What follows belongs to an exercise in optimizing a design on an open flow for small area, a short achievable clock period and few clock cycles per item; a production flow would make more cautious choices.
Function was checked by simulation only, so behaviour that the tests miss may differ from the original.
Power figures rest on the tool's default switching activity, not on a simulated workload.

// router_bus_gnrtr
module router_bus_gnrtr #(parameter pck_sz = 40, parameter num_ntrfs=4, parameter broadcast = {8{1'b1}}, parameter fifo_depth=8,parameter id_c = 2,parameter id_r = 2,parameter columns= 4, parameter rows = 4)(
  input clk,
  input reset,
  input [num_ntrfs*pck_sz-1:0] data_out_i_in,
  input [num_ntrfs-1:0] pndng_i_in,
  input [num_ntrfs-1:0] pop,
  output [num_ntrfs-1:0] popin,
  output [num_ntrfs-1:0] pndng,
  output [num_ntrfs*pck_sz-1:0] data_out
);
==> flow/config.mk <==
export PLATFORM = sky130hd
export DESIGN_NAME = router_bus_gnrtr
export DESIGN_NICKNAME = router_bus_gnrtr
export VERILOG_FILES = /design/flow/design.v
export SDC_FILE = /design/flow/constraint.sdc
export NUM_CORES = 4
export LEC_CHECK = 0
export CAP_MARGIN = 20
export CORE_MARGIN = 2
export CORE_UTILIZATION = 50
export CTS_CLUSTER_DIAMETER = 90
export CTS_CLUSTER_SIZE = 25
export SETUP_SLACK_MARGIN = 2.65
export SLEW_MARGIN = 20
==> flow/constraint.sdc <==
create_clock -name core_clock -period 5.0 [get_ports {clk}]
set_input_delay 1.0000 -clock core_clock [delete_from_list [all_inputs] [get_ports {clk}]]
set_output_delay 1.0000 -clock core_clock [all_outputs]
set_load 0.01 [all_outputs]
standard.sh (not shown) runs the stock make flow with config.mk's settings and CLKGATE_MAP_FILE= SYNTH_SCRIPT=/design/flow/synth_recipe.tcl, a recipe that flattens the netlist after the stock synthesis.
==> flow/flow/run.sh <==
#!/bin/bash
set -euo pipefail
export BUFFER_PORTS_ARGS="-buffer_cell sky130_fd_sc_hd__buf_1"
bash standard.sh > flow_make.log 2>&1
The baseline finished clean.
Testbench counts at the start, summed over its fixed seeds: cycles 1,728, packets 4,800.
==> next run, changes <==
--- a/flow/config.mk
+++ b/flow/config.mk
@@ -8 +8 @@
-export CAP_MARGIN = 20
+export CAP_MARGIN = 10
@@ -11,2 +11,2 @@
-export CTS_CLUSTER_DIAMETER = 90
-export CTS_CLUSTER_SIZE = 25
+export CTS_CLUSTER_DIAMETER = 80
+export CTS_CLUSTER_SIZE = 20
@@ -14 +14 @@
-export SLEW_MARGIN = 20
+export SLEW_MARGIN = 10
Synthesized area does not change.
Routed wire length came out higher slightly.
Power came out higher slightly.
==> next run, changes <==
==> flow/flow/run.sh (replaced) <==
#!/bin/bash
set -euo pipefail
export BUFFER_PORTS_ARGS="-buffer_cell sky130_fd_sc_hd__buf_2"
bash standard.sh > flow_make.log 2>&1
--- a/flow/config.mk
+++ b/flow/config.mk
@@ -8 +8 @@
-export CAP_MARGIN = 10
+export CAP_MARGIN = 20
@@ -10 +10 @@
-export CORE_UTILIZATION = 50
+export CORE_UTILIZATION = 45
@@ -14 +14 @@
-export SLEW_MARGIN = 10
+export SLEW_MARGIN = 20
=> Hold slack is worse by 0.0047 ns. Count of clock-buffer cells in the layout climbs by 3. Utilization drops by 4.8 points. Area after synthesis stays the same. Clock power climbs by about 3%. Combinational power climbs by 3.7%. Final cell count climbs by 2.5%. Total power climbs by 0.72%. Register-to-register slack barely changes. Maximum frequency drops by 0.84%. Setup slack is worse by 0.020 ns.
==> next run, changes <==
==> flow/flow/run.sh (replaced) <==
#!/bin/bash
set -euo pipefail
export BUFFER_PORTS_ARGS="-buffer_cell sky130_fd_sc_hd__buf_1"
bash standard.sh > flow_make.log 2>&1
--- a/flow/config.mk
+++ b/flow/config.mk
@@ -10 +10 @@
-export CORE_UTILIZATION = 45
+export CORE_UTILIZATION = 50
=> The new run completed without violations. Final area drops by 1.7%. Global-route usage rises by 3.7 points. Hold slack is better by 0.010 ns. Wire length increases by 1.1%. Worst setup slack improved by 0.015 ns. Cell count fell by 2.4%. Sequential share of layout area climbs by 1.0 points. Combinational power went down by 2.4%. First-iteration DRC count rose by 8.1%. Power stays flat. Count of clock-buffer cells in the layout came out higher by 2.

---

router_bus_gnrtr, a different RTL version from the one above (not shown whole).
For scale: about 3,500 cells after synthesis, about 1,400 flip-flops, about 340 I/O pins, about 0.045 sq mm of cells after synthesis.
==> flow/design.v (excerpt) <==
module router_bus_gnrtr #(parameter pck_sz = 40, parameter num_ntrfs=4, parameter broadcast = {8{1'b1}}, parameter fifo_depth=8,parameter id_c = 2,parameter id_r = 2,parameter columns= 4, parameter rows = 4)(
  input clk,
  input reset,
  input [num_ntrfs*pck_sz-1:0] data_out_i_in,
  input [num_ntrfs-1:0] pndng_i_in,
  input [num_ntrfs-1:0] pop,
  output [num_ntrfs-1:0] popin,
  output [num_ntrfs-1:0] pndng,
  output [num_ntrfs*pck_sz-1:0] data_out
);
export LEC_CHECK = 0
export CAP_MARGIN = 20
export CORE_MARGIN = 2
export CORE_UTILIZATION = 40
export CTS_CLUSTER_DIAMETER = 80
export CTS_CLUSTER_SIZE = 20
export SETUP_SLACK_MARGIN = 2.5
export SLEW_MARGIN = 20
create_clock -name core_clock -period 5.0 [get_ports {clk}]
==> flow/flow/run.sh <==
#!/bin/bash
set -euo pipefail
export BUFFER_PORTS_ARGS="-buffer_cell sky130_fd_sc_hd__buf_2"
bash standard.sh > flow_make.log 2>&1
The starting point finished with timing, DRC and antenna clean.
Testbench counts at the start, summed over its fixed seeds: cycles 1,898, packets 4,800.
Rerun with:
==> flow/flow/run.sh (replaced) <==
#!/bin/bash
set -euo pipefail
export BUFFER_PORTS_ARGS="-buffer_cell sky130_fd_sc_hd__buf_1"
bash standard.sh > flow_make.log 2>&1
- CORE_UTILIZATION: 40 -> 55
What happened: Power went down by 1.3%. Maximum frequency is lower by 0.31%. Area after synthesis stays the same.

-- what the ideal ports hide --
No port has a modelled driver above. Below, the same layouts with a new extraction and two added sets of constraints.
Step 1: set_driving_cell puts a clkbuf_16 on clk and a buf_2 on each other input, an assumption about the parent block.
Step 2 moves the port delays by t, midway between the first and last clock arrival at a register: inputs arrive t later, outputs are due t later. That takes back most of the time a late clock gives input paths.
Three values: ideal, step 1, step 2; two values: the first two.
| run | t (ns) | setup slack, ns | hold slack, ns | worst setup path after step 2 | cell pins on the clock port's net |
|---|---|---|---|---|---|
| the first run of note 1 | 0.736 | 2.552 / 2.527 / 2.010 | 0.338 / 0.338 / 0.338 | input to register | 1 |
| the second run of note 1 | 0.713 | 2.602 / 2.557 / 1.977 | 0.331 / 0.331 / 0.331 | input to register | 1 |
| the third run of note 1 | 0.734 | 2.581 / 2.512 / 2.062 | 0.327 / 0.327 / 0.327 | input to register | 1 |
| the fourth run of note 1 | 0.720 | 2.596 / 2.568 / 1.973 | 0.337 / 0.337 / 0.337 | input to register | 1 |
| the first run of note 2 | 0.740 | 2.517 / 2.491 / 1.831 | 0.331 / 0.331 / 0.331 | input to register | 1 |
| the second run of note 2 | 0.714 | 2.510 / 2.490 / 1.835 | 0.337 / 0.337 / 0.337 | input to register | 1 |
After both steps setup and hold are still met in every run listed. The setup slack of the first run of note 2, which loses most, moves by -0.026 ns with the drivers and by -0.686 ns with both steps.
